This is an optimization exercise on Yosys and OpenROAD, whose aim is small area and a short achievable clock period, not a production implementation.
At most, simulation tests tie the RTL to the original design; equivalence was not proved.
For run 1, only the layout was checked, not whether the RTL still works.
No run shown here takes its clock network from TritonCTS; it comes from the design's own scripts or RTL.
The clock port is modelled as an ideal driver, which makes a skipped or thinned clock tree look cheaper than it is; a real chip needs a root buffer or a tree.
Power and IR drop assume default switching activity.

$ cat design/flow/config.mk
export PLATFORM = sky130hd
export DESIGN_NAME = mul_radix2
export DESIGN_NICKNAME = mul_radix2
export VERILOG_FILES = /design/flow/design.v
export SDC_FILE = /design/flow/constraint.sdc
export NUM_CORES = 4
export LEC_CHECK = 0
export ABC_AREA = 1
export CAP_MARGIN = 20
export CORE_MARGIN = 2
export CORE_UTILIZATION = 60
export SLEW_MARGIN = 20
$ cat design/flow/constraint.sdc
create_clock -name core_clock -period 10.0 [get_ports {clk}]
set_input_delay 2.0000 -clock core_clock [delete_from_list [all_inputs] [get_ports {clk}]]
set_output_delay 2.0000 -clock core_clock [all_outputs]
set_load 0.01 [all_outputs]
$ cat design/flow/design.v
module mul_radix2 #(
    parameter int BIT_WIDTH = 32
) (
    input  logic        clk,
    input  logic        rst,
    input  logic        start,
    input  logic [3:0]  data_in,
    output logic [3:0]  data_out,
    output logic        data_out_valid,
    output logic        result_complete,
    output logic        ready
);
    logic [2:0]  m;
    wire  s_idle = (ready & ~m[0]) | result_complete;
    wire  s_one  = ready & m[0];
    wire  s_recv = ~ready & ~data_out_valid;               
    wire  s_step = data_out_valid & ~result_complete;      
    always_ff @(posedge clk) begin
        if (rst) begin
            ready           <= 1'b1;
            data_out_valid  <= 1'b0;
            result_complete <= 1'b0;
            m               <= 3'd0;
        end else if (s_idle) begin
            ready           <= 1'b1;
            data_out_valid  <= 1'b0;
            result_complete <= 1'b0;
            m               <= {2'd0, start};
        end else if (s_one) begin
            ready           <= 1'b0;
            m               <= 3'd0;
        end else if (s_recv) begin
            if (m == 3'd7) data_out_valid <= 1'b1;
            m <= m + 3'd1;
        end else begin
            if (m == 3'd6) result_complete <= 1'b1;
            m <= m + 3'd1;
        end
    end
    wire a_en  = ~((s_recv & m[2] & m[1]) | s_step);
    wire stepn = (s_recv & m[2] & m[1]) | (s_step & ~(m[2] & m[1]));
    logic [31:0] a_n;      
    logic [27:0] s_reg;    
    logic [12:0] k_reg;    
    logic [1:0]  k0;       
    logic        one0, two0, neg0, one1, two1, neg1;
    logic [3:0]  lr0;                 
    logic [1:0]  lr1;                 
    wire xm1   = neg1;
    wire [2:0] g0 = {data_in[1], data_in[0], xm1};
    wire [2:0] g1 = {data_in[3], data_in[2], data_in[1]};
    wire n_one0 = stepn & (g0[1] ^ g0[0]);
    wire n_two0 = stepn & ((g0[2] & ~g0[1] & ~g0[0]) | (~g0[2] & g0[1] & g0[0]));
    wire n_neg0 = stepn & g0[2];
    wire n_one1 = stepn & (g1[1] ^ g1[0]);
    wire n_two1 = stepn & ((g1[2] & ~g1[1] & ~g1[0]) | (~g1[2] & g1[1] & g1[0]));
    wire n_neg1 = stepn & g1[2];
    wire [32:0] a_ext = {~a_n, 1'b0};
    logic [3:0] n_lr0;
    logic [1:0] n_lr1;
    always_comb begin
        for (int i = 0; i < 4; i++)
            n_lr0[i] = ((n_one0 & a_ext[i+1]) | (n_two0 & a_ext[i])) ^ n_neg0;
        for (int i = 2; i < 4; i++)
            n_lr1[i-2] = ((n_one1 & a_ext[i-1]) | (n_two1 & a_ext[i-2])) ^ n_neg1;
    end
    always_ff @(posedge clk) begin
        if (a_en)
            a_n <= {~data_in, a_n[31:4]};
        one0 <= n_one0; two0 <= n_two0; neg0 <= n_neg0;
        one1 <= n_one1; two1 <= n_two1; neg1 <= n_neg1;
        lr0  <= n_lr0;
        lr1  <= n_lr1;
    end
    logic [31:0] r0, r1;
    always_comb begin
        r0[3:0] = lr0;
        for (int i = 4; i < 32; i++)
            r0[i] = ((one0 & a_ext[i+1]) | (two0 & a_ext[i])) ^ neg0;
        r1[0] = neg1;
        r1[1] = neg1;
        r1[3:2] = lr1;
        for (int i = 4; i < 32; i++)
            r1[i] = ((one1 & a_ext[i-1]) | (two1 & a_ext[i-2])) ^ neg1;
    end
    wire [31:0] s_in = {4'd0, s_reg};
    wire [31:0] x  = s_in ^ r0 ^ r1;
    wire [31:0] yc = (s_in & r0) | (s_in & r1) | (r0 & r1);
    wire [31:0] y  = {yc[30:0], neg1};      
    wire [5:0] nib = {2'd0, x[3:0]} + {2'd0, y[3:0]} + {4'd0, ~k0} + {5'd0, neg0}
                   + {3'd0, ~k_reg[0], 2'd0};
    logic [31:4] sum;
    logic [13:0] bc;                        
    always_comb begin
        for (int j = 0; j < 14; j++) begin
            logic c;
            c = (j < 12) ? ~k_reg[j+1] : 1'b0;    
            sum[2*j+4] = x[2*j+4] ^ y[2*j+4] ^ c;
            c = (x[2*j+4] & y[2*j+4]) | (x[2*j+4] & c) | (y[2*j+4] & c);
            sum[2*j+5] = x[2*j+5] ^ y[2*j+5] ^ c;
            bc[j] = (x[2*j+5] & y[2*j+5]) | (x[2*j+5] & c) | (y[2*j+5] & c);
        end
    end
    always_ff @(posedge clk) begin
        s_reg    <= sum[31:4];
        k_reg    <= ~bc[12:0];
        k0       <= ~nib[5:4];
        data_out <= nib[3:0];
    end
endmodule
$ cat design/flow/flow/run.sh
#!/bin/bash
set -euo pipefail
export BUFFER_PORTS_ARGS="-buffer_cell sky130_fd_sc_hd__buf_2"
export CTS_ARGS="-sink_clustering_enable -repair_clock_nets -dont_use_dummy_load -buf_list sky130_fd_sc_hd__clkbuf_8"
export SETUP_SLACK_MARGIN=7.4
export POST_CTS_TCL="$(pwd)/flow/cts_post.tcl"
bash standard.sh > flow_standard.log 2>&1
$ cat design/flow/flow/cts_post.tcl
# Replace the H-tree that clock_tree_synthesis built with a flat tree: the clock port
# drives NGRP buffers, each driving the flip-flops of one region of the core.
set ngrp 4
set bufcell sky130_fd_sc_hd__clkbuf_16
set block [ord::get_db_block]
set db [ord::get_db]
set clk_net [$block findNet clk]

# the flip-flop clock pins and the clock buffers, by walking the clock nets from the port
set sinks {}
set bufs {}
set todo [list $clk_net]
set nets {}
while {[llength $todo]} {
  set net [lindex $todo 0]
  set todo [lrange $todo 1 end]
  lappend nets $net
  foreach it [$net getITerms] {
    if {[$it isOutputSignal]} { continue }
    set inst [$it getInst]
    set m [[$inst getMaster] getName]
    if {[string match "*clkbuf*" $m] || [string match "*clkinv*" $m] || [string match "*buf*" $m] || [string match "*inv*" $m]} {
      lappend bufs $inst
      foreach o [$inst getITerms] {
        if {[$o isOutputSignal] && [$o getNet] ne "NULL"} { lappend todo [$o getNet] }
      }
    } else {
      lappend sinks $it
    }
  }
}
puts "flat clock: [llength $sinks] sinks, removing [llength $bufs] buffers"
foreach it $sinks { $it disconnect }
foreach inst $bufs {
  foreach o [$inst getITerms] { if {[$o getNet] ne "NULL"} { $o disconnect } }
  odb::dbInst_destroy $inst
}
foreach net $nets { if {$net ne $clk_net} { odb::dbNet_destroy $net } }

# split the sinks into ngrp groups: by x into halves, then each half by y
proc sink_xy {it} {
  set b [[$it getInst] getBBox]
  return [list [expr {([$b xMin] + [$b xMax]) / 2}] [expr {([$b yMin] + [$b yMax]) / 2}]]
}
set pts {}
foreach it $sinks { lappend pts [concat [sink_xy $it] [list $it]] }
set byx [lsort -integer -index 0 $pts]
set half [expr {[llength $byx] / 2}]
set groups {}
foreach part [list [lrange $byx 0 [expr {$half - 1}]] [lrange $byx $half end]] {
  if {$ngrp == 4} {
    set byy [lsort -integer -index 1 $part]
    set h2 [expr {[llength $byy] / 2}]
    lappend groups [lrange $byy 0 [expr {$h2 - 1}]] [lrange $byy $h2 end]
  } else {
    lappend groups $part
  }
}
set master [$db findMaster $bufcell]
set g 0
foreach grp $groups {
  set sx 0; set sy 0
  foreach p $grp { incr sx [lindex $p 0]; incr sy [lindex $p 1] }
  set cx [expr {$sx / [llength $grp]}]
  set cy [expr {$sy / [llength $grp]}]
  set b [odb::dbInst_create $block $master "clkflat_$g"]
  $b setLocation $cx $cy
  $b setPlacementStatus PLACED
  set n [odb::dbNet_create $block "clkflat_net_$g"]
  $n setSigType CLOCK
  [$b findITerm A] connect $clk_net
  [$b findITerm X] connect $n
  foreach p $grp { [lindex $p 2] connect $n }
  puts "group $g: [llength $grp] sinks, buffer at $cx $cy"
  incr g
}
detailed_placement
estimate_parasitics -placement
report_checks -path_delay min_max -format end -group_path_count 3
report_clock_skew
$ cat design/flow/standard.sh
#!/bin/bash
# synth_recipe.tcl (not shown) runs the flow's synth.tcl, then flattens the netlist and writes it again
# the make line also repeats each setting of config.mk as NAME=value (left out here)
make -C /OpenROAD-flow-scripts/flow DESIGN_CONFIG=/design/flow/config.mk WORK_HOME=/design/flow/orfs CLKGATE_MAP_FILE= SYNTH_SCRIPT=/design/flow/synth_recipe.tcl "${@:-finish}"
==> flow_summary.json, run 1 <==
{
  "run_status": "no timing/DRC/antenna violations",
  "required_ns": 10.06,
  "place_congestion": 0.743,
  "multiInputGateArea_sq_um": 2690,
  "tightest_slew_ns": 0.403,
  "holdPathStages": 2,
  "reg2regPathDepth": 8,
  "clk_pin_slew_ns": 0.10,
  "seq_area_frac_synth_pct": 42.9,
  "crit_path_start_kind": "input pin",
  "synth.net_count": 545,
  "finalHoldViolCount": 0,
  "grt.total_usage_pct": 19.7,
  "critPathTopFamily": "simple AND/OR/NAND/NOR gates",
  "clock_sinks": 97,
  "diodes": 0,
  "grt_pass1_vias": 3134,
  "crit_slowest_cell": "nor2_4",
  "r2r-end": "k0[0]",
  "drt_pre_antenna_iters": 4,
  "max_freq_ghz": 0.377,
  "initial_core_util_pct": 61.1,
  "antenna_left": 0,
  "max_stage_delay_ns": 0.13,
  "layout.nets": 562,
  "cp_max_fo": 4,
  "areaGrowthSynthToFinish_pct": 8.79,
  "fin_setup_tns_ns": 0,
  "critPathKind": "in -> reg",
  "die_h_microns": 97.8,
  "peakVddDrop_mv": 0.117,
  "finalCritPeriodShare_pct": 26.5,
  "routedWlPerCell_microns": 15.1,
  "min_path_type": "reg -> reg",
  "slew_viol_final": 0,
  "die_area_sq_um": 9560,
  "ys_ff_latch": 97,
  "die_x_microns": 97.8,
  "netlist_area_sq_um": 5280,
  "crit_chain": "buf_8 -> nor2_4 -> nand2_1 -> nand2_2 -> nand3_2 -> nand3_2 -> nand2_1",
  "crit_buf_inv": 1,
  "ys_types": 27,
  "grt_setup_unrepaired": "yes",
  "grt_overflow_total": 0,
  "post_synth_inst_count": 468,
  "ff_latch_area_sq_um": 2270,
  "layout_common_cells": "72 x inv_1, 61 x dfxtp_1, 59 x xor2_1",
  "hpwl_mm": 6.12,
  "vias_per_cell": 5.26,
  "crit_path_end_kind": "flop",
  "cp.arrival_ns": 2.71,
  "layout_commonest_cell": "inv_1",
  "yosysWarnings": 1,
  "drt-total-wl_mm": 8.91,
  "rows": 34,
  "largest_reg_flops": 32,
  "antenna_found_initial": 0,
  "vias": 3110,
  "synth_area_per_cell_sq_um": 11.3,
  "hold-worst-slack_ns": 0.477,
  "fin_util_pct": 66.5,
  "finClkSkew_ns": 0.0113,
  "drt_iter0_markers": 114,
  "drcViolationCount": 0,
  "grt_pass1_wl_mm": 15.1,
  "drv_cap": 0,
  "pwr_density_cell_nw_per_um2": 106,
  "n_fill_cell": 665,
  "insertion_delay_ns": 0.16,
  "crit-reg2reg-launch": "neg1",
  "r2r_slack_ns": 7.49,
  "leakagePower_nw": 3.08,
  "grt_max_degree": 33,
  "place.port_buffers": 13,
  "holdCritStartpoint": "m[2]",
  "setup_viol": 0,
  "slew_headroom_pct": 73.1,
  "drive_gt1_share_pct": 14.3,
  "worst_hold_path.endpoint": "result_complete",
  "period_minus_slack_ns": 2.65,
  "coreArea_sq_um": 8640,
  "num_io_pins": 14
}
==> cell families after synthesis <==
group	synth area share, %
flops	42.9
buf+inv	7.96
simple gates	6.94
fa+ha+maj	24.7
xor+xnor	10.4
compound gates	7.11
==> how the worst max path moves through the flow <==
| stage | endpoint | slack [ns] | start | cells past startpoint |
|---|---|---|---|---|
| 2_1_floorplan | lr0[1] | 7.39 | data_in[0] | 6 |
| 3_3_place_gp | k0[0] | 6.86 | neg1 | 8 |
| 3_5_place_dp | k0[0] | 6.80 | neg1 | 8 |
| 5_1_grt | lr0[1] | 7.33 | data_in[0] | 7 |
| 6_report | lr0[1] | 7.35 | data_in[0] | 7 |
==> per-stage QoR <==
step | power (mW) | instance area [sq um] | setup WS, ns | instances
2_1_floorplan | 0.435 | 5290 | 7.39 | 468
3_3_place_gp | 0.441 | 5380 | 6.86 | 575
3_5_place_dp | 0.442 | 5380 | 6.80 | 575
5_1_grt | 0.630 | 5740 | 7.33 | 591
6_report | 0.609 | 5740 | 7.35 | 591
==> where the power goes <==
group / internal [mW] / switching (mW) / leakage, nW / total, mW
Combinational: 0.00750 / 0.00802 / 2.17 / 0.0155
Clock: 0.0735 / 0.0971 / 0.0493 / 0.171
Sequential: 0.414 / 0.00921 / 0.865 / 0.423
Total: 0.494 / 0.114 / 3.08 / 0.609
==> per-layer routing <==
metal,vias up,part of all wire (%),wire [microns],global-route usage (%)
li1,1537,-,-,-
met1,1528,46,4130,28.3
met2,36,50,4440,31.9
met3,9,2.5,221,2.79
met4,0,1.4,125,5.56
met5,-,0,0,0
==> final cells by class <==
| class | count | area share [%] |
|---|---|---|
| Timing Repair Buffer | 27 | 4.10 |
| Sequential cell | 97 | 39.6 |
| Buffer | 4 | 1.74 |
| Inverter | 79 | 5.34 |
| Tap cell | 108 | 2.35 |
| Multi-Input combinational cell | 276 | 46.9 |
==> tightest hold or removal path: stages, from the launching register on <==
cell and delay [ns]:
dfxtp_1 0.34, nand2_1 0.07, nor3_1 0.04
==> synthesized netlist by cell type, drive strengths merged <==
cell type,n,area share (%)
a21oi,2,0.19
fa,57,22
nor2,15,1.2
a22oi,1,0.14
ha,13,3.1
nor3,3,0.28
nand3,20,2.0
buf,16,2.3
o22ai,54,6.4
a211oi,1,0.14
xnor2,3,0.64
dfxtp,65,25
o211ai,1,0.14
xor2,59,9.8
o21ai,1,0.095
edfxtp,32,18
nand2,46,3.5
inv,79,5.6
==> run 2: changes to the inputs <==
--- a/design/flow/design.v
+++ b/design/flow/design.v
@@ -46,4 +46,2 @@
     logic        one0, two0, neg0, one1, two1, neg1;
-    logic [3:0]  lr0;                 
-    logic [1:0]  lr1;                 
     wire xm1   = neg1;
@@ -58,10 +56,2 @@
     wire [32:0] a_ext = {~a_n, 1'b0};
-    logic [3:0] n_lr0;
-    logic [1:0] n_lr1;
-    always_comb begin
-        for (int i = 0; i < 4; i++)
-            n_lr0[i] = ((n_one0 & a_ext[i+1]) | (n_two0 & a_ext[i])) ^ n_neg0;
-        for (int i = 2; i < 4; i++)
-            n_lr1[i-2] = ((n_one1 & a_ext[i-1]) | (n_two1 & a_ext[i-2])) ^ n_neg1;
-    end
     always_ff @(posedge clk) begin
@@ -71,4 +61,2 @@
         one1 <= n_one1; two1 <= n_two1; neg1 <= n_neg1;
-        lr0  <= n_lr0;
-        lr1  <= n_lr1;
     end
@@ -76,4 +64,3 @@
     always_comb begin
-        r0[3:0] = lr0;
-        for (int i = 4; i < 32; i++)
+        for (int i = 0; i < 32; i++)
             r0[i] = ((one0 & a_ext[i+1]) | (two0 & a_ext[i])) ^ neg0;
@@ -81,28 +68,33 @@
         r1[1] = neg1;
-        r1[3:2] = lr1;
-        for (int i = 4; i < 32; i++)
+        for (int i = 2; i < 32; i++)
             r1[i] = ((one1 & a_ext[i-1]) | (two1 & a_ext[i-2])) ^ neg1;
     end
-    wire [31:0] s_in = {4'd0, s_reg};
-    wire [31:0] x  = s_in ^ r0 ^ r1;
-    wire [31:0] yc = (s_in & r0) | (s_in & r1) | (r0 & r1);
+    wire [31:0] x, yc;
+    for (genvar i = 0; i < 28; i++) begin : g_csa
+        mul_radix2_fa u_fa (.a(s_reg[i]), .b(r0[i]), .c(r1[i]), .s(x[i]), .co(yc[i]));
+    end
+    for (genvar i = 28; i < 31; i++) begin : g_csa_top
+        mul_radix2_ha u_ha (.a(r0[i]), .b(r1[i]), .s(x[i]), .co(yc[i]));
+    end
+    assign x[31]  = r0[31] ^ r1[31];
+    assign yc[31] = 1'b0;               
     wire [31:0] y  = {yc[30:0], neg1};      
-    wire [5:0] nib = {2'd0, x[3:0]} + {2'd0, y[3:0]} + {4'd0, ~k0} + {5'd0, neg0}
-                   + {3'd0, ~k_reg[0], 2'd0};
-    logic [31:4] sum;
-    logic [13:0] bc;                        
-    always_comb begin
-        for (int j = 0; j < 14; j++) begin
-            logic c;
-            c = (j < 12) ? ~k_reg[j+1] : 1'b0;    
-            sum[2*j+4] = x[2*j+4] ^ y[2*j+4] ^ c;
-            c = (x[2*j+4] & y[2*j+4]) | (x[2*j+4] & c) | (y[2*j+4] & c);
-            sum[2*j+5] = x[2*j+5] ^ y[2*j+5] ^ c;
-            bc[j] = (x[2*j+5] & y[2*j+5]) | (x[2*j+5] & c) | (y[2*j+5] & c);
-        end
+    wire [5:0] nib = {2'd0, x[3:0]} + {2'd0, y[3:0]} + {4'd0, k0} + {5'd0, neg0}
+                   + {3'd0, k_reg[0], 2'd0};
+    wire [31:4] sum;
+    wire [13:0] bc;                         
+    wire [13:0] bm;                         
+    for (genvar j = 0; j < 12; j++) begin : g_blk
+        mul_radix2_fa u_lo (.a(x[2*j+4]), .b(y[2*j+4]), .c(k_reg[j+1]), .s(sum[2*j+4]), .co(bm[j]));
+        mul_radix2_fa u_hi (.a(x[2*j+5]), .b(y[2*j+5]), .c(bm[j]), .s(sum[2*j+5]), .co(bc[j]));
     end
+    mul_radix2_ha u_lo12 (.a(x[28]), .b(y[28]), .s(sum[28]), .co(bm[12]));
+    mul_radix2_fa u_hi12 (.a(x[29]), .b(y[29]), .c(bm[12]), .s(sum[29]), .co(bc[12]));
+    mul_radix2_ha u_lo13 (.a(x[30]), .b(y[30]), .s(sum[30]), .co(bm[13]));
+    assign sum[31] = x[31] ^ y[31] ^ bm[13];
+    assign bc[13]  = 1'b0;              
     always_ff @(posedge clk) begin
         s_reg    <= sum[31:4];
-        k_reg    <= ~bc[12:0];
-        k0       <= ~nib[5:4];
+        k_reg    <= bc[12:0];
+        k0       <= nib[5:4];
         data_out <= nib[3:0];
@@ -110 +102,20 @@
 endmodule
+module mul_radix2_fa (
+    input  logic a,
+    input  logic b,
+    input  logic c,
+    output logic s,
+    output logic co
+);
+    assign s  = a ^ b ^ c;
+    assign co = (a & b) | (a & c) | (b & c);
+endmodule
+module mul_radix2_ha (
+    input  logic a,
+    input  logic b,
+    output logic s,
+    output logic co
+);
+    assign s  = a ^ b;
+    assign co = a & b;
+endmodule
--- a/design/flow/config.mk
+++ b/design/flow/config.mk
@@ -12 +12,3 @@
 export SLEW_MARGIN = 20
+export SYNTH_HIERARCHICAL = 1
+export SYNTH_MINIMUM_KEEP_SIZE = 0
==> run 2 against run 1 <==
  * Final area shrank 2.7%
  * Die area fell by 3.9%
  * Sequential cell count fell by 6
  * Critical path depth is 3 higher
  * Synthesized area shrank 4.1%
  * Via count decreased by 9.6%
  * Sequential share of layout area fell by 0.78 points
  * Combinational power down about 30%
  * Critical endpoint is now k0[0]
  * Highest routed layer unchanged
==> flow_summary.json, run 2 <==
{
  "die_area_sq_um": 9190,
  "drt-total-wl_mm": 9.06,
  "clock_sinks": 91,
  "synthTopCellsByCount": "63 x xor2_1, 59 x dfxtp_1, 57 x fa_1, 38 x o22ai_1, 32 x edfxtp_1",
  "largest_reg_flops": 32,
  "min_path_type": "reg -> reg",
  "drv_cap": 0,
  "synth.net_count": 471,
  "finalCritPeriodShare_pct": 26.6,
  "holdPathStages": 0,
  "place.port_buffers": 13,
  "layout.nets": 495,
  "synth_area_per_cell_sq_um": 12.9,
  "grt_pass1_vias": 3074,
  "grt_overflow_total": 0,
  "finalHoldViolCount": 0,
  "die_x_microns": 95.9,
  "clk_pin_slew_ns": 0.09,
  "synth_top_area_share_pct": 23.3,
  "place_congestion": 0.708,
  "setup_viol": 0,
  "finClkSkew_ns": 0.00767,
  "critPathKind": "reg -> reg",
  "cp.arrival_ns": 2.72,
  "synth_edf_count": 32,
  "areaGrowthSynthToFinish_pct": 10.3,
  "rows": 33,
  "post-synth-top-area-cell": "dfxtp_1",
  "peakVddDrop_mv": 0.0745,
  "layout_commonest_cell": "xor2_1",
  "antenna_left": 0,
  "drive_gt1_share_pct": 22.4,
  "tightest_slew_ns": 0.406,
  "drt_iter0_markers": 156,
  "yosys-top-cells-area": "dfxtp_1 23%, fa_1 23%, edfxtp_1 19%",
  "max_freq_ghz": 0.375,
  "initial_core_util_pct": 61.6,
  "cp_max_fo": 3,
  "vias": 2810,
  "grt.total_usage_pct": 21.9,
  "num_io_pins": 14,
  "vias_per_cell": 5.39,
  "leakagePower_nw": 2.89,
  "netlist_area_sq_um": 5060,
  "pwr_density_cell_nw_per_um2": 103,
  "slew_viol_final": 0,
  "grt_max_degree": 33,
  "p_total_mw": 0.574,
  "n_fill_cell": 596,
  "fin_setup_tns_ns": 0,
  "required_ns": 10.05,
  "grt_setup_unrepaired": "yes",
  "die_h_microns": 95.9,
  "seq_area_frac_synth_pct": 42.3,
  "yosysMostFrequentCell": "xor2_1",
  "run_status": "no timing/DRC/antenna violations",
  "synthFlopType": "dfxtp_1",
  "reg2regPathDepth": 10,
  "antenna_found_initial": 0,
  "post_synth_inst_count": 394,
  "ys_types": 23,
  "coreArea_sq_um": 8220,
  "crit_path_start_kind": "flop",
  "insertion_delay_ns": 0.16,
  "drt_pre_antenna_iters": 4,
  "yosysWarnings": 7,
  "period_minus_slack_ns": 2.66,
  "ys_ff_latch": 91,
  "hpwl_mm": 5.73,
  "routedWlPerCell_microns": 17.4,
  "grt_pass1_wl_mm": 15.0,
  "slew_headroom_pct": 72.9,
  "drcViolationCount": 0,
  "layout_common_cells": "62 x xor2_1, 55 x fa_1, 49 x dfxtp_1",
  "crit_path_end_kind": "flop",
  "diodes": 0,
  "ys_async_sr_fraction_pct": 0
}
==> run 2: changes by cell type in the layout (fill, tap and decap cells not counted), moves of 5 or more <==
cell and change:
buf_4 +6, dfxtp_1 -12, inv_1 -47, nand2_1 -10, nand2_2 -5, nand3_1 -5, nand3_2 -9, nor2_1 +5
o22ai_1 -18, o22ai_2 +21
==> run 2: final timing paths <==
path / startpoint / end / slack [ns]
worst min-delay path: a_n[31] / a_n[27] / 0.45
worst min register to register: a_n[31] / a_n[27] / 0.45
worst max-delay path: a_n[0] / k0[0] / 7.34
worst max register to register: a_n[0] / k0[0] / 7.34
==> run 2: kinds of logic after synthesis <==
group | synth area share (%)
adder cells (fa/ha/maj) | 25.7
AND/OR/NAND/NOR | 4.79
flip-flops | 42.3
buffers and inverters | 5.56
XOR/XNOR | 10.9
AO/OA/AOI/OAI | 10.7
==> run 2: where the power goes <==
part	internal (mW)	switching [mW]
Sequential	0.389	0.0109
Clock	0.0732	0.0905
Combinational	0.00622	0.00455
==> run 2: cell type report <==
| type | count | area (sq um) | share of cell area, % |
|---|---|---|---|
| multi-input combinational | 254 | 2720 | 48.7 |
| sequential | 91 | 2170 | 38.8 |
| timing repair buffer | 34 | 307 | 5.49 |
| inverter | 31 | 146 | 2.62 |
| tap | 105 | 131 | 2.35 |
| buffer | 4 | 100 | 1.79 |
| timing repair inverter | 2 | 15.0 | 0.269 |
==> run 2: modules after synthesis (local to each module, per instance) <==
module,cells inside,copies in the design,flip-flops and latches
mul_radix2,336,1,91
mul_radix2_fa,1,53,0
mul_radix2_ha,1,5,0
==> run 2: per-stage QoR <==
stage               instances  util (%)  worst slack (ns)  area [sq um]  hold WS (ns)
floorplan                 394         -              7.40          5070         0.426
global placement          495      62.3              6.76          5110         0.438
detailed placement        495      62.3              6.69          5110         0.434
global route              521      68.0              7.21          5590         0.492
finish                    521      68.0              7.34          5590         0.453
==> run 2: critical path, stage by stage, from the launching register on <==
cell      delay, ns
edfxtp_1       0.44
inv_2          0.09
nand2_2        0.05
xor2_1         0.18
fa_1           0.46
fa_1           0.53
ha_4           0.19
fa_2           0.36
nand3_2        0.07
nand3_2        0.06
xor2_1         0.13
==> run 2: routing by layer <==
metal	wire, microns	global-route usage, %	share of wire (%)
met1	4000	30.2	44
met2	4600	36.7	51
met3	283	2.35	3.1
met4	174	6.79	1.9
met5	0	0	0
==> run 3: changes to the inputs <==
--- a/design/flow/flow/run.sh
+++ b/design/flow/flow/run.sh
@@ -4,3 +4,2 @@
 export CTS_ARGS="-sink_clustering_enable -repair_clock_nets -dont_use_dummy_load -buf_list sky130_fd_sc_hd__clkbuf_8"
-export SETUP_SLACK_MARGIN=7.4
 export POST_CTS_TCL="$(pwd)/flow/cts_post.tcl"
==> run 3 against run 2 <==
  * Register-to-register slack worse by 0.64 ns
  * Sequential share of layout area is 2.4 points higher
  * Hold slack better by 0.015 ns
  * Critical path depth is 1 lower
  * Fmax is 19% lower
  * Clock power hardly changed
  * Synthesized area stayed put
  * Worst setup slack worse by 0.64 ns
  * Clock skew is 0.0014 ns lower
  * Combinational power is 33% lower
  * Via count is 3.6% lower
  * Global-route usage is 2.9 points lower
  * Highest routed layer unchanged
==> flow_summary.json, run 3 <==
{
  "run_status": "no timing/DRC/antenna violations",
  "coreArea_sq_um": 8220,
  "diodes": 0,
  "areaGrowthSynthToFinish_pct": 2.87,
  "cp_max_fo": 34,
  "num_io_pins": 14,
  "critPathKind": "reg -> reg",
  "place_congestion": 0.711,
  "fin_setup_tns_ns": 0,
  "ff_latch_area_sq_um": 2140,
  "largest_reg_flops": 32,
  "grt_pass1_vias": 2772,
  "vias": 2710,
  "drt-total-wl_mm": 7.84,
  "post-synth-top-area-cell": "dfxtp_1",
  "grt_setup_unrepaired": "no",
  "netlist_area_sq_um": 5060,
  "post_synth_inst_count": 394,
  "grt.total_usage_pct": 19.0,
  "drive_gt1_share_pct": 12.7,
  "rows": 33,
  "n_fill_cell": 651,
  "fin_util_pct": 63.4,
  "finalWorstSetupSlack_ns": 6.69,
  "ys_async_sr_fraction_pct": 0,
  "setup_viol": 0,
  "die_x_microns": 95.9,
  "antenna_found_initial": 0,
  "yosys-top-cells-area": "dfxtp_1 23%, fa_1 23%, edfxtp_1 19%",
  "finalHoldViolCount": 0,
  "tightest_slew_ns": 1.03,
  "slew_viol_final": 0,
  "crit_start": "neg0",
  "min_path_type": "reg -> reg",
  "hpwl_mm": 5.62,
  "pwr_density_cell_nw_per_um2": 109,
  "drv_cap": 0,
  "yosysMostFrequentCell": "xor2_1",
  "place.port_buffers": 13,
  "clock_sinks": 91,
  "grt_overflow_total": 0,
  "antenna_left": 0,
  "crit_path_end_kind": "flop",
  "max_freq_ghz": 0.302,
  "ys_types": 23,
  "insertion_delay_ns": 0.15,
  "grt_max_degree": 37,
  "grt_pass1_wl_mm": 13.3,
  "ys_ff_latch": 91,
  "synthFlopType": "dfxtp_1",
  "vias_per_cell": 5.43,
  "initial_core_util_pct": 61.6,
  "leakagePower_nw": 2.75,
  "placed_area_sq_um": 5110,
  "synth_edf_count": 32,
  "synth.net_count": 471,
  "crit-reg2reg-launch": "neg0",
  "layout_commonest_cell": "xor2_1",
  "drt_pre_antenna_iters": 4,
  "routedWlPerCell_microns": 15.7,
  "synth_top_area_share_pct": 23.3,
  "cp.arrival_ns": 3.36,
  "die_area_sq_um": 9190,
  "clk_pin_slew_ns": 0.08,
  "yosysWarnings": 7,
  "holdCritStartpoint": "a_n[31]",
  "pre_cts_ws_ns": 6.68,
  "slew_headroom_pct": 31.0,
  "design_area_sq_um": 5210,
  "multiInputGateArea_sq_um": 2650,
  "peakVddDrop_mv": 0.0867,
  "drt_iter0_markers": 93,
  "crit_path_start_kind": "flop",
  "seq_area_frac_synth_pct": 42.3,
  "die_h_microns": 95.9,
  "required_ns": 10.05,
  "finalCritPeriodShare_pct": 33.1,
  "layout_common_cells": "63 x xor2_1, 57 x fa_1, 57 x dfxtp_1",
  "drcViolationCount": 0,
  "layout.nets": 473,
  "period_minus_slack_ns": 3.31,
  "finClkSkew_ns": 0.00631,
  "synthTopCellsByCount": "63 x xor2_1, 59 x dfxtp_1, 57 x fa_1, 38 x o22ai_1, 32 x edfxtp_1",
  "synth_area_per_cell_sq_um": 12.9,
  "p_total_mw": 0.570
}
-- run 3: changes by cell type in the layout (fill, tap and decap cells not counted), sizes merged --
cell  before  now
buf       34   14
inv       33   31
-- run 3: logic make-up after synthesis --
| logic type | count (synthesis) | share of synthesized area (%) |
|---|---|---|
| AO/OA/AOI/OAI | 66 | 10.7 |
| XOR/XNOR | 63 | 10.9 |
| adder cells (fa/ha/maj) | 70 | 25.7 |
| buffers and inverters | 49 | 5.56 |
| flip-flops | 91 | 42.3 |
| AND/OR/NAND/NOR | 55 | 4.79 |
-- run 3: per-stage QoR --
step,cells,hold WS (ns)
6_report,499,0.468
3_5_place_dp,495,0.443
5_1_grt,499,0.490
3_3_place_gp,495,0.443
2_1_floorplan,394,0.426
-- run 3: per-module statistics from Yosys (local to each module, per instance) --
module         flip-flops and latches  area (sq um)  times used
mul_radix2_ha                       0          12.5           5
mul_radix2                         91          3940           1
mul_radix2_fa                       0          20.0          53
-- run 3: worst paths after layout --
path | slack [ns] | endpoint | depth (start not counted)
worst min register to register | 0.47 | a_n[27] | 0
worst max register to register | 6.69 | k0[0] | 9
worst min-delay path | 0.47 | a_n[27] | 0
worst max-delay path | 6.69 | k0[0] | 9
-- run 3: final cells by class --
| cell class | instances | share of cell area, % |
|---|---|---|
| Sequential cell | 91 | 41.2 |
| Tap cell | 105 | 2.52 |
| Multi-Input combinational cell | 254 | 50.8 |
| Inverter | 31 | 2.23 |
| Buffer | 4 | 1.92 |
| Timing Repair Buffer | 14 | 1.39 |
-- run 3: power breakdown --
group	total, mW	switching (mW)	internal, mW	leakage, nW
clock	0.162	0.0890	0.0731	0.0493
sequential	0.401	0.0110	0.390	0.815
combinational	0.00719	0.00341	0.00377	1.88
total	0.570	0.103	0.467	2.75
-- run 3: critical path, cell delays in order (launching register included) --
cell,delay (ns)
dfxtp_2,0.99
inv_1,0.13
xor2_1,0.21
fa_1,0.52
fa_1,0.42
ha_1,0.23
fa_1,0.40
nand3_1,0.08
nand3_1,0.08
xor2_1,0.14
-- run 3: per-layer routing --
layer  vias up  GRT usage, %  part of all wire [%]
met1      1344          27.8                    48
met4         0          4.64                   1.1
li1       1327             -                     -
met5         -             0                     0
met3         6          2.35                   2.9
met2        33          30.5                    48
==> run 4: changes to the inputs <==
--- a/design/flow/flow/run.sh
+++ b/design/flow/flow/run.sh
@@ -4,2 +4,4 @@
 export CTS_ARGS="-sink_clustering_enable -repair_clock_nets -dont_use_dummy_load -buf_list sky130_fd_sc_hd__clkbuf_8"
+export SETUP_SLACK_MARGIN=7.35
+export SKIP_CTS_REPAIR_TIMING=1
 export POST_CTS_TCL="$(pwd)/flow/cts_post.tcl"
--- a/design/flow/flow/cts_post.tcl
+++ b/design/flow/flow/cts_post.tcl
@@ -80 +80,7 @@
 report_clock_skew
+
+# setup repair against the flat tree (the CTS step's own repair is skipped)
+repair_timing_helper -setup
+detailed_placement
+estimate_parasitics -placement
+report_checks -path_delay max -format end -group_path_count 3
==> run 4 against run 3 <==
  * Sequential power barely moved
  * Sequential share of layout area fell by 1.3 points
  * Clock power barely moved
  * Global-route usage rose by 2.3 points
  * Hold slack improved by 0.010 ns
  * Synthesized cell count did not move
  * Critical path depth rose by 1
  * Final cell count rose by 2.8%
  * Die area did not move
  * Largest cell class unchanged
==> flow_summary.json, run 4 <==
{
  "run_status": "no timing/DRC/antenna violations",
  "grt.total_usage_pct": 21.3,
  "post-synth-top-area-cell": "dfxtp_1",
  "finClkSkew_ns": 0.00863,
  "clock_sinks": 91,
  "place.port_buffers": 13,
  "synth.net_count": 471,
  "drv_cap": 0,
  "synthFlopType": "dfxtp_1",
  "layout_common_cells": "61 x xor2_1, 55 x fa_1, 52 x dfxtp_1",
  "areaGrowthSynthToFinish_pct": 7.02,
  "grt_use_met3_pct": 3.13,
  "clk_pin_slew_ns": 0.09,
  "power.share.clock_pct": 28.4,
  "drt_pre_antenna_iters": 4,
  "vias": 2856,
  "crit_path_start_kind": "flop",
  "post_synth_inst_count": 394,
  "grt_pass1_vias": 2977,
  "peakVddDrop_mv": 0.0914,
  "seq_area_frac_synth_pct": 42.3,
  "netlist_area_sq_um": 5060,
  "yosysWarnings": 7,
  "drive_gt1_share_pct": 19.6,
  "finalWorstSetupSlack_ns": 7.33,
  "holdPathStages": 0,
  "hpwl_mm": 5.92,
  "ys_ff_latch": 91,
  "tightest_slew_ns": 0.410,
  "synth_area_per_cell_sq_um": 12.9,
  "dpl.cell_count": 495,
  "yosys-top-cells-area": "dfxtp_1 23%, fa_1 23%, edfxtp_1 19%",
  "largest_reg_flops": 32,
  "period_minus_slack_ns": 2.67,
  "finalHoldViolCount": 0,
  "routedWlPerCell_microns": 17.3,
  "diodes": 0,
  "seqPwrFrac_pct": 70.1,
  "die_area_sq_um": 9190,
  "synthTopCellsByCount": "63 x xor2_1, 59 x dfxtp_1, 57 x fa_1, 38 x o22ai_1, 32 x edfxtp_1",
  "use_met2_pct": 35.6,
  "rows": 33,
  "drt-total-wl_mm": 8.85,
  "required_ns": 10.05,
  "initial_core_util_pct": 61.6,
  "met1_usage_pct": 29.3,
  "min_path_type": "reg -> reg",
  "grt_setup_unrepaired": "yes",
  "power.internal_mw": 0.467,
  "leakagePower_nw": 2.82,
  "critPathKind": "reg -> reg",
  "vias_per_cell": 5.57,
  "design_area_sq_um": 5420,
  "slew_viol_final": 0,
  "p_total_mw": 0.571,
  "drt_iter0_markers": 105,
  "synth_edf_count": 32,
  "antenna_found_initial": 0,
  "coreArea_sq_um": 8220,
  "fin_setup_tns_ns": 0,
  "num_io_pins": 14,
  "reg2regPathDepth": 10,
  "finalCritPeriodShare_pct": 26.7,
  "hold-worst-slack_ns": 0.478,
  "crit_path_end_kind": "flop",
  "pwr_density_cell_nw_per_um2": 105,
  "yosysMostFrequentCell": "xor2_1",
  "placed_area_sq_um": 5110,
  "grt_overflow_total": 0,
  "setup_viol": 0,
  "pre_cts_ws_ns": 6.74,
  "layoutNonFillerInstCount": 513,
  "synth_top_area_share_pct": 23.3,
  "grt_pass1_wl_mm": 14.8,
  "ys_types": 23,
  "drcViolationCount": 0,
  "slew_headroom_pct": 72.7,
  "grt_max_degree": 33,
  "combinationalPowerShare_pct": 1.6,
  "max_freq_ghz": 0.374,
  "die_x_microns": 95.9,
  "fin_util_pct": 66.0,
  "die_h_microns": 95.9,
  "cp.arrival_ns": 2.72,
  "antenna_left": 0,
  "insertion_delay_ns": 0.16,
  "cp_max_fo": 3,
  "place_congestion": 0.733,
  "top_usage_layer": "met2",
  "layout.nets": 487,
  "ys_async_sr_fraction_pct": 0,
  "layout_commonest_cell": "xor2_1",
  "swShare_pct": 18.2,
  "power.switching_mw": 0.104
}
run 4: critical path, cell delays in order, from the launching register on:
cell and delay, ns:
edfxtp_1 0.45, inv_2 0.09, nand2_2 0.06, xor2_2 0.15, fa_1 0.56, fa_1 0.42, ha_2 0.20, fa_2 0.34
nand3_1 0.07, nand3_1 0.08, xor2_1 0.14
run 4: kinds of logic after synthesis:
logic type	share of synthesized area (%)
xor gates and xnor gates	10.9
adders and majority gates	25.7
buffers and inverters	5.56
and+or+nand+nor	4.79
DFF	42.3
AOI/OAI and AO/OA	10.7
run 4: final cells by class:
class	instances	area, sq um
fillers	625	2800
multi-input cells	254	2700
flip-flops and latches	91	2160
repair buffers	27	195
inverters	31	134
well taps	105	131
plain buffers	4	100
repair inverters	1	3.75
run 4: power by group through the flow:
stage	Sequential, mW	Clock (mW)	Combinational, mW
2_1_floorplan	0.406	0	0.00471
3_3_place_gp	0.409	0	0.00706
3_5_place_dp	0.410	0	0.00717
5_1_grt	0.401	0.182	0.0101
6_report	0.400	0.162	0.00887
run 4: final timing paths:
check | start | endpoint | slack, ns
hold / removal | a_n[31] | a_n[27] | 0.48
hold reg to reg | a_n[31] | a_n[27] | 0.48
setup / recovery | a_n[0] | k0[0] | 7.33
setup reg to reg | a_n[0] | k0[0] | 7.33
run 4: Yosys stat by module (local to each module, per instance):
module         cells  copies in the design  flops+latches
mul_radix2_ha      1                     5              0
mul_radix2       336                     1             91
mul_radix2_fa      1                    53              0
run 4: metal layers:
metal	wire (microns)	up-vias
met4	135	0
met1	3980	1434
li1	-	1355
met3	292	12
met2	4450	55
met5	0	-
==> run 5: changes to the inputs <==
--- a/design/flow/flow/run.sh
+++ b/design/flow/flow/run.sh
@@ -4,3 +4,3 @@
 export CTS_ARGS="-sink_clustering_enable -repair_clock_nets -dont_use_dummy_load -buf_list sky130_fd_sc_hd__clkbuf_8"
-export SETUP_SLACK_MARGIN=7.35
+export SETUP_SLACK_MARGIN=7.25
 export SKIP_CTS_REPAIR_TIMING=1
==> run 5 against run 4 <==
  * Die area did not move
  * Core utilization about the same
  * Synthesized area is the same
  * Sequential power is essentially flat
  * Sequential cell count unchanged
  * Still clean
  * Clock skew shrank 0.0017 ns
  * Routed wire length shrank 2.5%
  * Final cell count decreased by 0.78%
  * Total power grew 0.50%
  * Critical path type is now reg -> out
  * Final area about the same
  * Critical path depth decreased by 9
==> flow_summary.json, run 5 <==
{
  "die_area_sq_um": 9190,
  "drcViolationCount": 0,
  "largest_reg_flops": 32,
  "post_synth_inst_count": 394,
  "grt_overflow_total": 0,
  "required_ns": 8.00,
  "place_congestion": 0.714,
  "synthFlopType": "dfxtp_1",
  "drt_pre_antenna_iters": 4,
  "pwr_density_cell_nw_per_um2": 106,
  "synthTopCellsByCount": "63 x xor2_1, 59 x dfxtp_1, 57 x fa_1, 38 x o22ai_1, 32 x edfxtp_1",
  "cp.depth": 1,
  "finClkSkew_ns": 0.00698,
  "netlist_area_sq_um": 5060,
  "synth_edf_count": 32,
  "cp.arrival_ns": 0.68,
  "ys_types": 23,
  "yosysWarnings": 7,
  "drive_gt1_share_pct": 17.8,
  "placed_area_sq_um": 5110,
  "peakVddDrop_mv": 0.0749,
  "initial_core_util_pct": 61.6,
  "drv_cap": 0,
  "synth_top_area_share_pct": 23.3,
  "critPathTopFamily": "flip-flops",
  "hpwl_mm": 5.77,
  "holdPathStages": 0,
  "critPathKind": "reg -> out",
  "vias_per_cell": 5.41,
  "reg2regPathDepth": 10,
  "drt_iter0_markers": 133,
  "rows": 33,
  "die_x_microns": 95.9,
  "max_freq_ghz": 0.373,
  "finalHoldViolCount": 0,
  "ff_latch_area_sq_um": 2160,
  "die_h_microns": 95.9,
  "drt-total-wl_mm": 8.63,
  "seq_area_frac_synth_pct": 42.3,
  "grt_setup_unrepaired": "yes",
  "slew_headroom_pct": 72.8,
  "synth.net_count": 471,
  "slew_viol_final": 0,
  "layout.nets": 483,
  "synth_area_per_cell_sq_um": 12.9,
  "finalCritPeriodShare_pct": 26.8,
  "dpl.cell_count": 495,
  "vias": 2755,
  "cp_max_fo": 5,
  "grt_pass1_vias": 2877,
  "multiInputGateArea_sq_um": 2700,
  "hold-worst-slack_ns": 0.466,
  "max_stage_delay_ns": 0.38,
  "grt.total_usage_pct": 20.5,
  "num_io_pins": 14,
  "leakagePower_nw": 2.81,
  "ys_async_sr_fraction_pct": 0,
  "diodes": 0,
  "tightest_slew_ns": 0.408,
  "layout_commonest_cell": "xor2_1",
  "fin_setup_tns_ns": 0,
  "clock_sinks": 91,
  "crit_buf_inv": 1,
  "crit_slowest_cell": "dfxtp_2",
  "coreArea_sq_um": 8220,
  "min_path_type": "reg -> reg",
  "layout_common_cells": "62 x xor2_1, 55 x fa_1, 54 x dfxtp_1",
  "yosysMostFrequentCell": "xor2_1",
  "fin_util_pct": 65.9,
  "areaGrowthSynthToFinish_pct": 6.97,
  "place.port_buffers": 13,
  "crit_path_start_kind": "flop",
  "yosys-top-cells-area": "dfxtp_1 23%, fa_1 23%, edfxtp_1 19%",
  "crit_path_end_kind": "output port",
  "antenna_found_initial": 0,
  "grt_pass1_wl_mm": 14.1,
  "layoutNonFillerInstCount": 509,
  "grt_max_degree": 33,
  "ys_ff_latch": 91,
  "setup_viol": 0,
  "antenna_left": 0,
  "post-synth-top-area-cell": "dfxtp_1",
  "period_minus_slack_ns": 2.68,
  "routedWlPerCell_microns": 17.0,
  "design_area_sq_um": 5420,
  "run_status": "no timing/DRC/antenna violations",
  "insertion_delay_ns": 0.15,
  "n_fill_cell": 646,
  "clk_pin_slew_ns": 0.09,
  "crit_chain": "buf_2"
}
run 5: final timing paths:
path / endpoint / start / slack (ns)
worst min-delay path: a_n[27] / a_n[31] / 0.47
worst max-delay path: data_out_valid / data_out_valid / 7.32
worst min register to register: a_n[27] / a_n[31] / 0.47
worst max register to register: k0[0] / a_n[0] / 7.35
run 5: report_power, final:
| part | internal (mW) | switching (mW) | total (mW) |
|---|---|---|---|
| clock | 0.0733 | 0.0925 | 0.166 |
| combinational | 0.00430 | 0.00364 | 0.00794 |
| sequential | 0.389 | 0.0111 | 0.400 |
| total | 0.467 | 0.107 | 0.574 |
run 5: Yosys stat by module, one instance, submodules excluded:
module	cells	flip-flops and latches	copies in the design
mul_radix2	336	91	1
mul_radix2_fa	1	0	53
mul_radix2_ha	1	0	5
run 5: metrics by stage:
| step | total power, mW | setup slack, ns |
|---|---|---|
| after floorplan | 0.411 | 7.33 |
| after global placement | 0.416 | 6.74 |
| after detailed placement | 0.417 | 6.68 |
| after global routing | 0.591 | 7.22 |
| final | 0.574 | 7.32 |
run 5: layout make-up:
class | count | share of cell area [%]
timing repair buffer | 23 | 3.33
multi-input combinational | 254 | 49.8
inverter | 31 | 2.61
tap | 105 | 2.42
buffer | 4 | 1.85
sequential | 91 | 39.8
timing repair inverter | 1 | 0.162
run 5: metal layers:
layer | part of all wire [%] | track usage [%]
met4 | 0.98 | 4.76
met3 | 2.4 | 4.23
met2 | 49 | 33.3
met5 | 0 | 0
met1 | 47 | 28.6
run 5: cell families (layout without fill, tap and decap cells):
kind of cell             count (synthesis)  after routing  share of synthesized area [%]
AND/OR/NAND/NOR                         55             55                           4.79
AO/OA/AOI/OAI                           66             66                           10.7
flip-flops                              91             91                           42.3
adder cells (fa/ha/maj)                 70             70                           25.7
XOR/XNOR                                63             63                           10.9
buffers and inverters                   49             59                           5.56
==> run 6: changes to the inputs <==
--- a/design/flow/flow/run.sh
+++ b/design/flow/flow/run.sh
@@ -4,3 +4,3 @@
 export CTS_ARGS="-sink_clustering_enable -repair_clock_nets -dont_use_dummy_load -buf_list sky130_fd_sc_hd__clkbuf_8"
-export SETUP_SLACK_MARGIN=7.25
+export SETUP_SLACK_MARGIN=7.45
 export SKIP_CTS_REPAIR_TIMING=1
==> run 6 against run 5 <==
  * Register-to-register slack is essentially flat
  * Worst setup slack gained 0.026 ns
  * Synthesized area is the same
  * Fmax grew 0.99%
  * Die area is the same
  * Global-route usage shrank 0.10 points
  * Final area grew 1.8%
  * Hold slack lost 0.013 ns
  * Critical path type is now reg -> reg
==> flow_summary.json, run 6 <==
{
  "run_status": "no timing/DRC/antenna violations",
  "crit_buf_inv": 2,
  "layoutNonFillerInstCount": 517,
  "critPathTopFamily": "adder cells",
  "synthFlopType": "dfxtp_1",
  "clock_sinks": 91,
  "yosys-top-cells-area": "dfxtp_1 23%, fa_1 23%, edfxtp_1 19%",
  "p_total_mw": 0.577,
  "ys_ff_latch": 91,
  "fin_util_pct": 67.1,
  "routedWlPerCell_microns": 16.4,
  "largest_reg_flops": 32,
  "slew_headroom_pct": 73.2,
  "seq_area_frac_synth_pct": 42.3,
  "layout_common_cells": "61 x xor2_1, 55 x fa_1, 51 x dfxtp_1",
  "slew_viol_final": 0,
  "synth_area_per_cell_sq_um": 12.9,
  "synth_edf_count": 32,
  "drv_cap": 0,
  "finalCritPeriodShare_pct": 26.6,
  "grt_pass1_wl_mm": 14.2,
  "fin_setup_tns_ns": 0,
  "layout_commonest_cell": "xor2_1",
  "areaGrowthSynthToFinish_pct": 8.89,
  "die_h_microns": 95.9,
  "cp_max_fo": 4,
  "power.share.clock_pct": 28.6,
  "pwr_density_cell_nw_per_um2": 105,
  "initial_core_util_pct": 61.6,
  "post-synth-top-area-cell": "dfxtp_1",
  "yosysMostFrequentCell": "xor2_1",
  "min_path_type": "reg -> reg",
  "rows": 33,
  "ys_types": 23,
  "diodes": 0,
  "antenna_found_initial": 0,
  "grt.total_usage_pct": 20.4,
  "critPathKind": "reg -> reg",
  "drive_gt1_share_pct": 21.6,
  "die_x_microns": 95.9,
  "num_io_pins": 14,
  "drt_pre_antenna_iters": 4,
  "hpwl_mm": 5.69,
  "ys_async_sr_fraction_pct": 0,
  "post_synth_inst_count": 394,
  "required_ns": 10.05,
  "synthTopCellsByCount": "63 x xor2_1, 59 x dfxtp_1, 57 x fa_1, 38 x o22ai_1, 32 x edfxtp_1",
  "combinationalPowerShare_pct": 2.1,
  "drt-total-wl_mm": 8.50,
  "crit_slowest_cell": "fa_1",
  "die_area_sq_um": 9190,
  "layout.nets": 491,
  "period_minus_slack_ns": 2.66,
  "dpl.cell_count": 495,
  "grt_max_degree": 33,
  "grt_setup_unrepaired": "yes",
  "synth_top_area_share_pct": 23.3,
  "clk_pin_slew_ns": 0.09,
  "crit_chain": "buf_6 -> buf_4 -> o22ai_2 -> xor2_1 -> fa_1 -> ha_1 -> ha_1 -> nand2_1 -> nand3_2 -> xor2_1",
  "tightest_slew_ns": 0.403,
  "leakagePower_nw": 2.87,
  "n_fill_cell": 630,
  "drcViolationCount": 0,
  "grt_pass1_vias": 2890,
  "setup_viol": 0,
  "antenna_left": 0,
  "place.port_buffers": 13,
  "seqPwrFrac_pct": 69.3,
  "max_stage_delay_ns": 0.49,
  "coreArea_sq_um": 8220,
  "yosysWarnings": 7,
  "peakVddDrop_mv": 0.0722,
  "finalWorstSetupSlack_ns": 7.34,
  "max_freq_ghz": 0.377,
  "drt_iter0_markers": 135,
  "netlist_area_sq_um": 5060,
  "vias_per_cell": 5.40,
  "synth.net_count": 471,
  "grt_overflow_total": 0,
  "cp.arrival_ns": 2.70,
  "vias": 2791,
  "pre_cts_ws_ns": 6.68,
  "crit_path_start_kind": "flop",
  "insertion_delay_ns": 0.15,
  "power.internal_mw": 0.470,
  "finClkSkew_ns": 0.00933,
  "finalHoldViolCount": 0,
  "place_congestion": 0.718,
  "power.switching_mw": 0.107,
  "crit_path_end_kind": "flop",
  "swShare_pct": 18.6
}
==> run 6: power by group through the flow <==
stage / Clock, mW / Sequential (mW) / Combinational, mW
finish: 0.165 / 0.400 / 0.0121
global route: 0.181 / 0.402 / 0.0134
detailed placement: 0 / 0.409 / 0.00727
global placement: 0 / 0.409 / 0.00710
floorplan: 0 / 0.406 / 0.00472
==> run 6: final cells by class <==
cell class | count | area (sq um) | share of cell area [%]
Buffer | 4 | 100 | 1.81
Multi-Input combinational cell | 254 | 2720 | 49.4
Timing Repair Buffer | 32 | 259 | 4.70
Sequential cell | 91 | 2160 | 39.2
Inverter | 31 | 139 | 2.52
Tap cell | 105 | 131 | 2.38
==> run 6: Yosys stat by module (local to each module, per instance) <==
module         cells inside  times used
mul_radix2              336           1
mul_radix2_fa             1          53
mul_radix2_ha             1           5
==> run 6: worst paths after layout <==
| kind | startpoint | to | slack (ns) | cells past startpoint |
|---|---|---|---|---|
| setup / recovery | a_n[0] | k0[0] | 7.34 | 10 |
| hold / removal | a_n[31] | a_n[27] | 0.45 | 0 |
| setup reg to reg | a_n[0] | k0[0] | 7.34 | 10 |
| hold reg to reg | a_n[31] | a_n[27] | 0.45 | 0 |
==> run 6: stage by stage <==
step,area (sq um),hold slack [ns]
2_1_floorplan,5100,0.426
3_3_place_gp,5130,0.442
3_5_place_dp,5130,0.437
6_report,5520,0.453
5_1_grt,5520,0.476
==> run 6: logic make-up after synthesis <==
group           after synthesis  synth area share (%)
flops                        91                  42.3
fa+ha+maj                    70                  25.7
compound gates               66                  10.7
xor+xnor                     63                  10.9
simple gates                 55                  4.79
buf+inv                      49                  5.56
==> run 6: metal layers <==
layer  up-vias  wire (microns)  global-route usage [%]
met5         -               0                       0
met4         0             123                    5.71
met3         9             253                    3.37
met2        42            4090                    32.6
met1      1377            4040                    29.0
li1       1363               -                       -
==> run 7: changes to the inputs <==
--- a/design/flow/flow/run.sh
+++ b/design/flow/flow/run.sh
@@ -4,3 +4,3 @@
 export CTS_ARGS="-sink_clustering_enable -repair_clock_nets -dont_use_dummy_load -buf_list sky130_fd_sc_hd__clkbuf_8"
-export SETUP_SLACK_MARGIN=7.45
+export SETUP_SLACK_MARGIN=7.00
 export SKIP_CTS_REPAIR_TIMING=1
==> run 7 against run 6 <==
  * Worst setup slack worse by 0.18 ns
  * Total power down 0.83%
  * Combinational power decreased by about 40%
  * Via count shrank 3.0%
  * Synthesized area unchanged
  * Core utilization is 3.4 points lower
  * Global-route usage fell by 0.81 points
  * Routed wire length fell by 3.4%
  * Largest power group unchanged
==> flow_summary.json, run 7 <==
{
  "run_status": "no timing/DRC/antenna violations",
  "largest_reg_flops": 32,
  "drive_gt1_share_pct": 12.9,
  "die_x_microns": 95.9,
  "slew_headroom_pct": 54.9,
  "yosys-top-cells-area": "dfxtp_1 23%, fa_1 23%, edfxtp_1 19%",
  "die_area_sq_um": 9190,
  "synth_compound_area_share_pct": 10.7,
  "hold-worst-slack_ns": 0.464,
  "grt_pass1_wl_mm": 13.6,
  "r2r_slack_ns": 7.17,
  "clk_pin_slew_ns": 0.09,
  "grt_setup_unrepaired": "no",
  "ys_ff_latch": 91,
  "vias_per_cell": 5.41,
  "clock_sinks": 91,
  "coreArea_sq_um": 8220,
  "cp.arrival_ns": 2.88,
  "crit_path_start_kind": "flop",
  "pwr_density_cell_nw_per_um2": 109,
  "r2r-end": "k0[0]",
  "swShare_pct": 18.4,
  "grt_max_degree": 37,
  "crit-reg2reg-launch": "one0",
  "synth_top_area_share_pct": 23.3,
  "antenna_left": 0,
  "worst_hold_path.endpoint": "a_n[27]",
  "grt.total_usage_pct": 19.6,
  "max_freq_ghz": 0.353,
  "synthTopCellsByCount": "63 x xor2_1, 59 x dfxtp_1, 57 x fa_1, 38 x o22ai_1, 32 x edfxtp_1",
  "synth_area_per_cell_sq_um": 12.9,
  "initial_core_util_pct": 61.6,
  "multiInputGateArea_sq_um": 2650,
  "yosysWarnings": 7,
  "period_minus_slack_ns": 2.83,
  "synth_edf_count": 32,
  "critPathKind": "reg -> reg",
  "pre_cts_ws_ns": 6.68,
  "muxShareOfSynthArea_pct": 0,
  "grt_overflow_total": 0,
  "power.switching_mw": 0.105,
  "finClkSkew_ns": 0.00732,
  "post_synth_inst_count": 394,
  "netlist_area_sq_um": 5060,
  "drt_pre_antenna_iters": 4,
  "power.internal_mw": 0.467,
  "drcViolationCount": 0,
  "peakVddDrop_mv": 0.0750,
  "synth.net_count": 471,
  "insertion_delay_ns": 0.15,
  "synth_top_family_by_area": "adder cells",
  "cp_max_fo": 30,
  "reg2regPathDepth": 9,
  "required_ns": 10.05,
  "layout.nets": 474,
  "rows": 33,
  "combinationalPowerShare_pct": 1.3,
  "drt-total-wl_mm": 8.21,
  "seq_area_frac_synth_pct": 42.3,
  "routedWlPerCell_microns": 16.4,
  "ff_latch_area_sq_um": 2150,
  "seqPwrFrac_pct": 70.0,
  "setup_viol": 0,
  "synthXorXnorAreaFrac_pct": 10.9,
  "vias": 2706,
  "n_fill_cell": 669,
  "min_path_type": "reg -> reg",
  "holdCritStartpoint": "a_n[31]",
  "areaGrowthSynthToFinish_pct": 3.46,
  "crit_path_end_kind": "flop",
  "post-synth-top-area-cell": "dfxtp_1",
  "slew_viol_final": 0,
  "ys_types": 23,
  "leakagePower_nw": 2.76,
  "place.port_buffers": 13,
  "layout_commonest_cell": "xor2_1",
  "place_congestion": 0.714,
  "fin_setup_tns_ns": 0,
  "hpwl_mm": 5.77,
  "drt_iter0_markers": 114,
  "layout_common_cells": "63 x xor2_1, 57 x fa_1, 57 x dfxtp_1",
  "p_total_mw": 0.572,
  "yosys.area_share.simple_pct": 4.79,
  "ys_async_sr_fraction_pct": 0,
  "diodes": 0,
  "holdPathStages": 0,
  "power.share.clock_pct": 28.7,
  "num_io_pins": 14,
  "grt_pass1_vias": 2799,
  "finalWorstSetupSlack_ns": 7.17,
  "synthFlopType": "dfxtp_1",
  "drv_cap": 0,
  "antenna_found_initial": 0,
  "tightest_slew_ns": 0.675,
  "finalHoldViolCount": 0,
  "yosysMostFrequentCell": "xor2_1",
  "yosys.area_share.adder_pct": 25.7,
  "die_h_microns": 95.9,
  "finalCritPeriodShare_pct": 28.3
}
run 7: cell counts after synthesis:
Identical to the previous run, type by type.
run 7: worst max path at each step:
stage	from	end	slack [ns]	cells after the start
2_1_floorplan	two0	k0[0]	7.33	10
3_3_place_gp	neg0	k0[0]	6.74	9
3_5_place_dp	neg0	k0[0]	6.68	9
5_1_grt	neg1	k0[1]	7.02	9
6_report	one0	k0[0]	7.17	9
run 7: layout make-up:
type,instances,share of cell area (%)
Timing Repair Buffer,15,1.77
Inverter,31,2.32
Multi-Input combinational cell,254,50.5
Sequential cell,91,41.0
Tap cell,105,2.51
Buffer,4,1.91
run 7: cells by family (layout without fill, tap and decap cells):
logic type / count (synthesis) / count (layout)
fa+ha+maj: 70 / 70
xor+xnor: 63 / 63
flops: 91 / 91
compound gates: 66 / 66
simple gates: 55 / 55
buf+inv: 49 / 50
run 7: power groups by stage:
stage,combinational [mW],clock [mW],sequential [mW]
finish,0.00723,0.164,0.401
global route,0.00843,0.180,0.402
detailed placement,0.00727,0,0.409
global placement,0.00707,0,0.409
floorplan,0.00471,0,0.406
run 7: layer usage:
layer | vias up | share of wire, % | global-route usage, %
met4 | 0 | 1.0 | 3.81
met5 | - | 0 | 0
met1 | 1351 | 48 | 27.0
li1 | 1325 | - | -
met3 | 6 | 2.4 | 4.07
met2 | 24 | 49 | 32.5
run 7: worst max-delay path: stages, from the launching register on:
cell,delay [ns]
dfxtp_1,0.36
inv_4,0.25
o22ai_1,0.16
xor2_1,0.18
fa_1,0.53
fa_1,0.47
fa_1,0.47
nand3_1,0.08
nand3_1,0.08
xor2_1,0.14
run 7: Yosys stat by module, one instance, submodules excluded:
module | cells inside | flops+latches | copies in the design
mul_radix2 | 336 | 91 | 1
mul_radix2_fa | 1 | 0 | 53
mul_radix2_ha | 1 | 0 | 5
run 7: through the flow:
| step | area (sq um) | std cells | util, % |
|---|---|---|---|
| 3_3_place_gp | 5110 | 495 | 62.2 |
| 6_report | 5240 | 500 | 63.8 |
| 3_5_place_dp | 5110 | 495 | 62.2 |
| 5_1_grt | 5240 | 500 | 63.8 |
| 2_1_floorplan | 5060 | 394 | - |
==> run 8: changes to the inputs <==
--- a/design/flow/flow/run.sh
+++ b/design/flow/flow/run.sh
@@ -4,3 +4,3 @@
 export CTS_ARGS="-sink_clustering_enable -repair_clock_nets -dont_use_dummy_load -buf_list sky130_fd_sc_hd__clkbuf_8"
-export SETUP_SLACK_MARGIN=7.00
+export SETUP_SLACK_MARGIN=7.15
 export SKIP_CTS_REPAIR_TIMING=1
==> run 8 against run 7 <==
  * Still clean
  * Synthesized cell count is the same
  * Final cell count is 1.0% higher
  * Clock power barely moved
  * Worst setup slack gained 0.081 ns
  * Sequential power barely moved
  * Critical path type is now reg -> out
  * Largest cell class unchanged
  * Largest power group unchanged
==> flow_summary.json, run 8 <==
{
  "num_io_pins": 14,
  "grt_overflow_total": 0,
  "crit_path_start_kind": "flop",
  "grt.total_usage_pct": 20.0,
  "ys_types": 23,
  "antenna_left": 0,
  "fin_setup_tns_ns": 0,
  "layout_common_cells": "63 x xor2_1, 57 x fa_1, 55 x dfxtp_1",
  "min_path_type": "reg -> reg",
  "clk_pin_slew_ns": 0.09,
  "r2r_slack_ns": 7.26,
  "synth_area_per_cell_sq_um": 12.9,
  "antenna_found_initial": 0,
  "tightest_slew_ns": 0.409,
  "grt_max_degree": 37,
  "r2r-end": "k0[0]",
  "clock_sinks": 91,
  "synth_top_area_share_pct": 23.3,
  "insertion_delay_ns": 0.15,
  "finalWorstSetupSlack_ns": 7.25,
  "seq_area_frac_synth_pct": 42.3,
  "yosys-top-cells-area": "dfxtp_1 23%, fa_1 23%, edfxtp_1 19%",
  "slew_headroom_pct": 72.7,
  "crit_buf_inv": 1,
  "synth_compound_area_share_pct": 10.7,
  "place_congestion": 0.714,
  "routedWlPerCell_microns": 16.7,
  "drive_gt1_share_pct": 14.8,
  "grt_pass1_wl_mm": 13.8,
  "vias_per_cell": 5.47,
  "cp.arrival_ns": 0.75,
  "place.port_buffers": 13,
  "rows": 33,
  "synth.net_count": 471,
  "yosysMostFrequentCell": "xor2_1",
  "yosys.area_share.simple_pct": 4.79,
  "synthFlopType": "dfxtp_1",
  "synthXorXnorAreaFrac_pct": 10.9,
  "coreArea_sq_um": 8220,
  "cp.depth": 1,
  "crit-reg2reg-launch": "two0",
  "areaGrowthSynthToFinish_pct": 5.06,
  "slew_viol_final": 0,
  "layout_commonest_cell": "xor2_1",
  "drv_cap": 0,
  "layout.nets": 479,
  "ys_async_sr_fraction_pct": 0,
  "reg2regPathDepth": 9,
  "die_x_microns": 95.9,
  "initial_core_util_pct": 61.6,
  "required_ns": 8.00,
  "max_freq_ghz": 0.363,
  "cp_max_fo": 5,
  "synth_top_family_by_area": "adder cells",
  "netlist_area_sq_um": 5060,
  "finalCritPeriodShare_pct": 27.5,
  "finalHoldViolCount": 0,
  "post-synth-top-area-cell": "dfxtp_1",
  "grt_setup_unrepaired": "no",
  "finClkSkew_ns": 0.00580,
  "die_area_sq_um": 9190,
  "critPathKind": "reg -> out",
  "crit_chain": "buf_2",
  "die_h_microns": 95.9,
  "yosysWarnings": 7,
  "drcViolationCount": 0,
  "vias": 2763,
  "max_stage_delay_ns": 0.43,
  "hold-worst-slack_ns": 0.465,
  "leakagePower_nw": 2.80,
  "muxShareOfSynthArea_pct": 0,
  "crit_start": "data_out_valid",
  "crit_path_end_kind": "output port",
  "crit_slowest_cell": "dfxtp_1",
  "drt_pre_antenna_iters": 4,
  "pwr_density_cell_nw_per_um2": 108,
  "period_minus_slack_ns": 2.75,
  "peakVddDrop_mv": 0.0750,
  "drt_iter0_markers": 119,
  "hpwl_mm": 5.77,
  "ys_ff_latch": 91,
  "synth_edf_count": 32,
  "p_total_mw": 0.573,
  "diodes": 0,
  "grt_pass1_vias": 2835,
  "post_synth_inst_count": 394,
  "run_status": "no timing/DRC/antenna violations",
  "crit_path_end": "data_out_valid",
  "yosys.area_share.adder_pct": 25.7,
  "critPathTopFamily": "flip-flops",
  "synthTopCellsByCount": "63 x xor2_1, 59 x dfxtp_1, 57 x fa_1, 38 x o22ai_1, 32 x edfxtp_1",
  "drt-total-wl_mm": 8.42,
  "pre_cts_ws_ns": 6.68,
  "largest_reg_flops": 32,
  "setup_viol": 0
}
-- run 8: per-module statistics from Yosys (local to each module, per instance) --
module | times used | flops+latches | cell area [sq um] | cells inside
mul_radix2 | 1 | 91 | 3940 | 336
mul_radix2_fa | 53 | 0 | 20.0 | 1
mul_radix2_ha | 5 | 0 | 12.5 | 1
-- run 8: area by class of cell --
type | count | area (sq um)
Buffer | 4 | 100
Fill cell | 658 | 2900
Inverter | 31 | 134
Multi-Input combinational cell | 254 | 2650
Sequential cell | 91 | 2150
Tap cell | 105 | 131
Timing Repair Buffer | 20 | 150
-- run 8: how the worst min path moves through the flow --
stage / startpoint / endpoint / slack [ns] / cells after the start
5_1_grt: a_n[31] / a_n[27] / 0.48 / 0
3_3_place_gp: a_n[31] / a_n[27] / 0.44 / 0
6_report: a_n[31] / a_n[27] / 0.46 / 0
2_1_floorplan: a_n[31] / a_n[27] / 0.43 / 0
3_5_place_dp: a_n[31] / a_n[27] / 0.44 / 0
-- run 8: per-stage QoR --
step | util (%) | cells | area (sq um)
2_1_floorplan | - | 394 | 5060
5_1_grt | 64.8 | 505 | 5320
3_3_place_gp | 62.2 | 495 | 5110
6_report | 64.8 | 505 | 5320
3_5_place_dp | 62.2 | 495 | 5110
-- run 8: routing by layer --
layer	track usage [%]	up-vias	wire length, microns
li1	-	1336	-
met1	27.5	1382	3970
met2	33.0	39	4150
met3	3.99	6	224
met4	4.40	0	78
met5	0	-	0
-- run 8: kinds of logic (layout without fill, tap and decap cells) --
group,count (synthesis),after routing
AOI/OAI and AO/OA,66,66
xor gates and xnor gates,63,63
and+or+nand+nor,55,55
buffers and inverters,49,55
adders and majority gates,70,70
DFF,91,91
-- run 8: where the power goes --
| part | total (mW) | switching [mW] | internal, mW |
|---|---|---|---|
| clock network | 0.165 | 0.0918 | 0.0732 |
| registers | 0.400 | 0.0110 | 0.389 |
| logic | 0.00757 | 0.00354 | 0.00403 |

==> afterwards: timing with drivers on the ports <==
No port has a modelled driver above. Below, the same layouts with a new extraction and two added sets of constraints.
Step 1 (the two cells are an assumption about what drives the block):
set clk [get_ports {clk}]
set_driving_cell -lib_cell sky130_fd_sc_hd__clkbuf_16 $clk
set_driving_cell -lib_cell sky130_fd_sc_hd__buf_2 [delete_from_list [all_inputs] $clk]
Step 2 adds t to the input delays and takes it off the output delays; t is the mean of the earliest and latest rising clock arrival at the registers after step 1. Input paths then give back, and output paths get back, about the clock's delay inside the block.
Slacks: ideal / step 1 / step 2; pairs: ideal / step 1.
run | t (ns) | slack for setup (ns) | worst register clock-pin slew, ns | worst data-port slew with drivers (ns) | cell pins on the clock port's net
run 1 | 0.235 | 7.350 / 7.285 / 7.158 | 0.10 / 0.10 | 0.05 | 4
run 2 | 0.235 | 7.336 / 7.292 / 7.336 | 0.09 / 0.09 | 0.03 | 4
run 3 | 0.227 | 6.693 / 6.693 / 6.693 | 0.09 / 0.09 | 0.03 | 4
run 4 | 0.234 | 7.325 / 7.248 / 7.326 | 0.09 / 0.09 | 0.03 | 4
run 5 | 0.233 | 7.318 / 7.236 / 7.347 | 0.09 / 0.09 | 0.03 | 4
run 6 | 0.227 | 7.344 / 7.308 / 7.344 | 0.09 / 0.09 | 0.03 | 4
run 7 | 0.232 | 7.167 / 7.167 / 7.167 | 0.09 / 0.09 | 0.03 | 4
run 8 | 0.233 | 7.249 / 7.167 / 7.260 | 0.09 / 0.09 | 0.03 | 4
After both steps setup and hold are still met in every run listed. For run 1, which loses most, drivers alone change the setup slack by -0.065 ns; drivers and shift together by -0.192 ns.
